This is an optimization exercise on Yosys and OpenROAD, whose aim is small area, a short achievable clock period and few clock cycles per item, not a production implementation.
RTL that was checked went through simulation tests only; none was proved equivalent to the original.

==> module fft_sdf, before the edit <==
module fft_sdf #(parameter D = 1) (
    input  wire              clk,
    input  wire              c,
    input  wire signed [8:0] x_i,
    input  wire signed [8:0] x_q,
    output wire signed [9:0] y_i,
    output wire signed [9:0] y_q
);
reg [19:0] f [0:D-1];
wire signed [9:0] a_i = f[D-1][19:10];
wire signed [9:0] a_q = f[D-1][9:0];
wire signed [9:0] s_i = a_i + x_i;
wire signed [9:0] s_q = a_q + x_q;
wire signed [9:0] d_i = a_i - x_i;
wire signed [9:0] d_q = a_q - x_q;
wire signed [9:0] xe_i = x_i;
wire signed [9:0] xe_q = x_q;
integer k;
always @(posedge clk) begin
    f[0] <= c ? {d_i, d_q} : {xe_i, xe_q};
    for (k = 1; k < D; k = k + 1)
        f[k] <= f[k-1];
end
assign y_i = c ? s_i : a_i;
assign y_q = c ? s_q : a_q;
endmodule
==> module fft_mpart, before the edit <==
module fft_mpart #(parameter HAS_F = 1) (
    input  wire               clk,
    input  wire signed [10:0] t,
    input  wire signed [16:0] e,
    input  wire               k0,
    input  wire               k1,
    input  wire               kg,
    input  wire               kf,
    input  wire               ng,
    output reg  signed [8:0]  y
);
wire signed [18:0] te = t;
wire signed [18:0] ee = e;
wire f = HAS_F ? kf : 1'b0;
wire [18:0] s1 = (f | kg) ? (te <<< 6) : (te <<< 7);
wire [18:0] s2 = f ? ~(te <<< 4) : kg ? (te <<< 5) : k0 ? ~te : 19'd0;
wire [18:0] s3 = f ? te : kg ? ~(te <<< 2) : 19'd0;
wire [18:0] s4 = f ? ee : kg ? ~te : 19'd0;
wire [7:0]  kc = k0 ? (ng ? 8'd192 : 8'd65) :
                 k1 ? (ng ? 8'd192 : 8'd64) :
                 kg ? (ng ? 8'd157 : 8'd66) :
                      (ng ? 8'd115 : 8'd65);
wire [18:0] a1, b1, a2, b2, r1, r2;
fft_csa c1 (.x(s1), .y(s2), .z(s3), .s(a1), .c(b1));
fft_csa c2 (.x(a1), .y(b1), .z(s4), .s(a2), .c(b2));
fft_csa c3 (.x(a2), .y(b2), .z({11'd0, kc}), .s(r1), .c(r2));
wire [7:0]  lo = {1'b0, r1[6:0]} + {1'b0, r2[6:0]};
reg  [11:0] h1_r, h2_r;
reg         lc_r;
always @(posedge clk) begin
    h1_r <= r1[18:7];
    h2_r <= r2[18:7];
    lc_r <= lo[7];
end
wire [11:0] ph = h1_r + h2_r + {11'd0, lc_r};
wire signed [8:0] ys;
fft_sat #(.W(12)) s (.x(ph), .y(ys));
always @(posedge clk) y <= ys;
endmodule
==> module fft_tw3, before the edit <==
module fft_tw3 (
    input  wire              clk,
    input  wire signed [9:0] ai,
    input  wire signed [9:0] aq,
    input  wire              gen,      
    input  wire              sgi,      
    input  wire              ngi,
    input  wire              ngq,
    input  wire        [1:0] k,        
    output wire signed [8:0] y_i,
    output wire signed [8:0] y_q
);
wire signed [9:0]  bi = gen ? aq : 10'sd0;
wire signed [9:0]  bq = gen ? ai : 10'sd0;
wire signed [10:0] ti = sgi ? ai - bi : ai + bi;
wire signed [10:0] tq = sgi ? aq + bq : aq - bq;
wire signed [16:0] ei = (ai <<< 6) + (ai <<< 2) + ai;
wire signed [16:0] eq = (aq <<< 6) + (aq <<< 2) + aq;
reg signed [10:0] ti_r, tq_r;
reg signed [16:0] ei_r, eq_r;
reg               k0_r, k1_r, kg_r, kf_r, ngi_r, ngq_r;
always @(posedge clk) begin
    ti_r  <= ngi ? ~ti : ti;
    tq_r  <= ngq ? ~tq : tq;
    ei_r  <= ngi ? ~ei : ei;
    eq_r  <= ngq ? ~eq : eq;
    k0_r  <= (k == 2'd0);
    k1_r  <= (k == 2'd1);
    kg_r  <= (k == 2'd2);
    kf_r  <= (k == 2'd3);
    ngi_r <= ngi;
    ngq_r <= ngq;
end
fft_mpart m_i (.clk(clk), .t(ti_r), .e(ei_r), .k0(k0_r), .k1(k1_r), .kg(kg_r), .kf(kf_r), .ng(ngi_r), .y(y_i));
fft_mpart m_q (.clk(clk), .t(tq_r), .e(eq_r), .k0(k0_r), .k1(k1_r), .kg(kg_r), .kf(kf_r), .ng(ngq_r), .y(y_q));
endmodule
clock: 10.0 ns
lec_check: 0
cap_margin: 20
core_margin: 2
core_utilization: 40
slew_margin: 20
standard.sh (not shown) runs the stock make flow with config.mk's settings and CLKGATE_MAP_FILE= SYNTH_SCRIPT=/design/flow/synth_recipe.tcl, a recipe that flattens the netlist after the stock synthesis.
==> flow/flow/run.sh <==
#!/bin/bash
# The standard layout (the standard.sh: unchanged synthesis and steps),
# with the port buffers made of sky130_fd_sc_hd__buf_2 cells instead of the
# delay-buffer cells buffer_ports picks by default, and timing repair asked
# to leave a setup margin of 6.9 ns (the clock period stays 10 ns).
export BUFFER_PORTS_ARGS="-buffer_cell sky130_fd_sc_hd__buf_2"
export SETUP_SLACK_MARGIN=6.9
bash standard.sh > standard.log 2>&1
Testbench counts at the start, summed over its fixed seeds: cycles 6,368, frames 384.
Edit:
--- a/flow/design.v
+++ b/flow/design.v
@@ -38,8 +38,10 @@
 wire signed [9:0] a_i = f[D-1][19:10];
 wire signed [9:0] a_q = f[D-1][9:0];
-wire signed [9:0] s_i = a_i + x_i;
-wire signed [9:0] s_q = a_q + x_q;
-wire signed [9:0] d_i = a_i - x_i;
-wire signed [9:0] d_q = a_q - x_q;
+wire signed [8:0] h_i = f[D-1][18:10];
+wire signed [8:0] h_q = f[D-1][8:0];
+wire signed [9:0] s_i = h_i + x_i;
+wire signed [9:0] s_q = h_q + x_q;
+wire signed [9:0] d_i = h_i - x_i;
+wire signed [9:0] d_q = h_q - x_q;
 wire signed [9:0] xe_i = x_i;
 wire signed [9:0] xe_q = x_q;
@@ -107,25 +109,26 @@
 wire signed [18:0] ee = e;
 wire f = HAS_F ? kf : 1'b0;
-wire [18:0] s1 = (f | kg) ? (te <<< 6) : (te <<< 7);
-wire [18:0] s2 = f ? ~(te <<< 4) : kg ? (te <<< 5) : k0 ? ~te : 19'd0;
-wire [18:0] s3 = f ? te : kg ? ~(te <<< 2) : 19'd0;
-wire [18:0] s4 = f ? ee : kg ? ~te : 19'd0;
 wire [7:0]  kc = k0 ? (ng ? 8'd192 : 8'd65) :
                  k1 ? (ng ? 8'd192 : 8'd64) :
                  kg ? (ng ? 8'd157 : 8'd66) :
-                      (ng ? 8'd115 : 8'd65);
-wire [18:0] a1, b1, a2, b2, r1, r2;
+                      (ng ? 8'd183 : 8'd65);
+wire [18:0] s1 = ((f | kg) ? (te <<< 6) : (te <<< 7)) | {13'd0, kc[5:0]};
+wire [18:0] s2 = f ? ~(te <<< 4) : kg ? (te <<< 5) : k0 ? ~te : 19'd0;
+wire [18:0] s3 = f ? te : kg ? ~(te <<< 2) : 19'd0;
+wire [18:0] s4 = f ? ee : kg ? ~te : 19'd0;
+wire [18:0] a1, b1, r1, r2;
 fft_csa c1 (.x(s1), .y(s2), .z(s3), .s(a1), .c(b1));
-fft_csa c2 (.x(a1), .y(b1), .z(s4), .s(a2), .c(b2));
-fft_csa c3 (.x(a2), .y(b2), .z({11'd0, kc}), .s(r1), .c(r2));
-wire [7:0]  lo = {1'b0, r1[6:0]} + {1'b0, r2[6:0]};
+fft_csa c2 (.x(a1), .y(b1), .z(s4), .s(r1), .c(r2));
+wire [8:0]  lo = {2'b0, r1[6:0]} + {2'b0, r2[6:0]} + {2'b0, kc[6], 6'd0};
 reg  [11:0] h1_r, h2_r;
-reg         lc_r;
+reg  [1:0]  lc_r;
+reg         k7_r;
 always @(posedge clk) begin
     h1_r <= r1[18:7];
     h2_r <= r2[18:7];
-    lc_r <= lo[7];
+    lc_r <= lo[8:7];
+    k7_r <= kc[7];
 end
-wire [11:0] ph = h1_r + h2_r + {11'd0, lc_r};
+wire [11:0] ph = h1_r + h2_r + ({10'd0, lc_r} + {11'd0, k7_r});
 wire signed [8:0] ys;
 fft_sat #(.W(12)) s (.x(ph), .y(ys));
@@ -184,6 +187,8 @@
 wire signed [10:0] ti = sgi ? ai - bi : ai + bi;
 wire signed [10:0] tq = sgi ? aq + bq : aq - bq;
-wire signed [16:0] ei = (ai <<< 6) + (ai <<< 2) + ai;
-wire signed [16:0] eq = (aq <<< 6) + (aq <<< 2) + aq;
+wire signed [9:0]  ani = ngi ? ~ai : ai;
+wire signed [9:0]  anq = ngq ? ~aq : aq;
+wire signed [16:0] ei = (ani <<< 6) + (ani <<< 2) + ani;
+wire signed [16:0] eq = (anq <<< 6) + (anq <<< 2) + anq;
 reg signed [10:0] ti_r, tq_r;
 reg signed [16:0] ei_r, eq_r;
@@ -192,6 +197,6 @@
     ti_r  <= ngi ? ~ti : ti;
     tq_r  <= ngq ? ~tq : tq;
-    ei_r  <= ngi ? ~ei : ei;
-    eq_r  <= ngq ? ~eq : eq;
+    ei_r  <= ei;
+    eq_r  <= eq;
     k0_r  <= (k == 2'd0);
     k1_r  <= (k == 2'd1);
Design area stays flat.
Fmax went down by 5.0%.
Non-clock buffer count rises by 32.
Worst setup slack degrades by 0.17 ns.
Clock skew went down by 0.0081 ns.
Worst hold slack improved by 0.011 ns.
Core utilization climbs by 0.83 points.
For the second run of this note, only the layout was checked, not whether the RTL still works.

==> static timing again, ports no longer ideal <==
Ports are ideal in the flow. The routed layouts listed here were re-timed in OpenROAD. Step 1 (the two cells are an assumption about what drives the block):
set clk [get_ports {clk}]
set_driving_cell -lib_cell sky130_fd_sc_hd__clkbuf_16 $clk
set_driving_cell -lib_cell sky130_fd_sc_hd__buf_2 [delete_from_list [all_inputs] $clk]
Step 2 moves the port delays by t, midway between the first and last clock arrival at a register: inputs arrive t later, outputs are due t later. That takes back most of the time a late clock gives input paths. Slacks: ideal / step 1 / step 2; pairs: ideal / step 1.
| run | t (ns) | setup slack, ns | clock arrival spread, ns | slew at the worst register clock pin (ns) | pins driven straight from the clock port |
|---|---|---|---|---|---|
| the first run | 0.669 | 6.735 / 6.735 / 6.735 | 0.032 / 0.032 | 0.07 / 0.07 | 1 |
| the second run | 0.687 | 6.563 / 6.563 / 6.563 | 0.023 / 0.024 | 0.07 / 0.07 | 1 |
After both steps setup and hold are still met in every run listed.
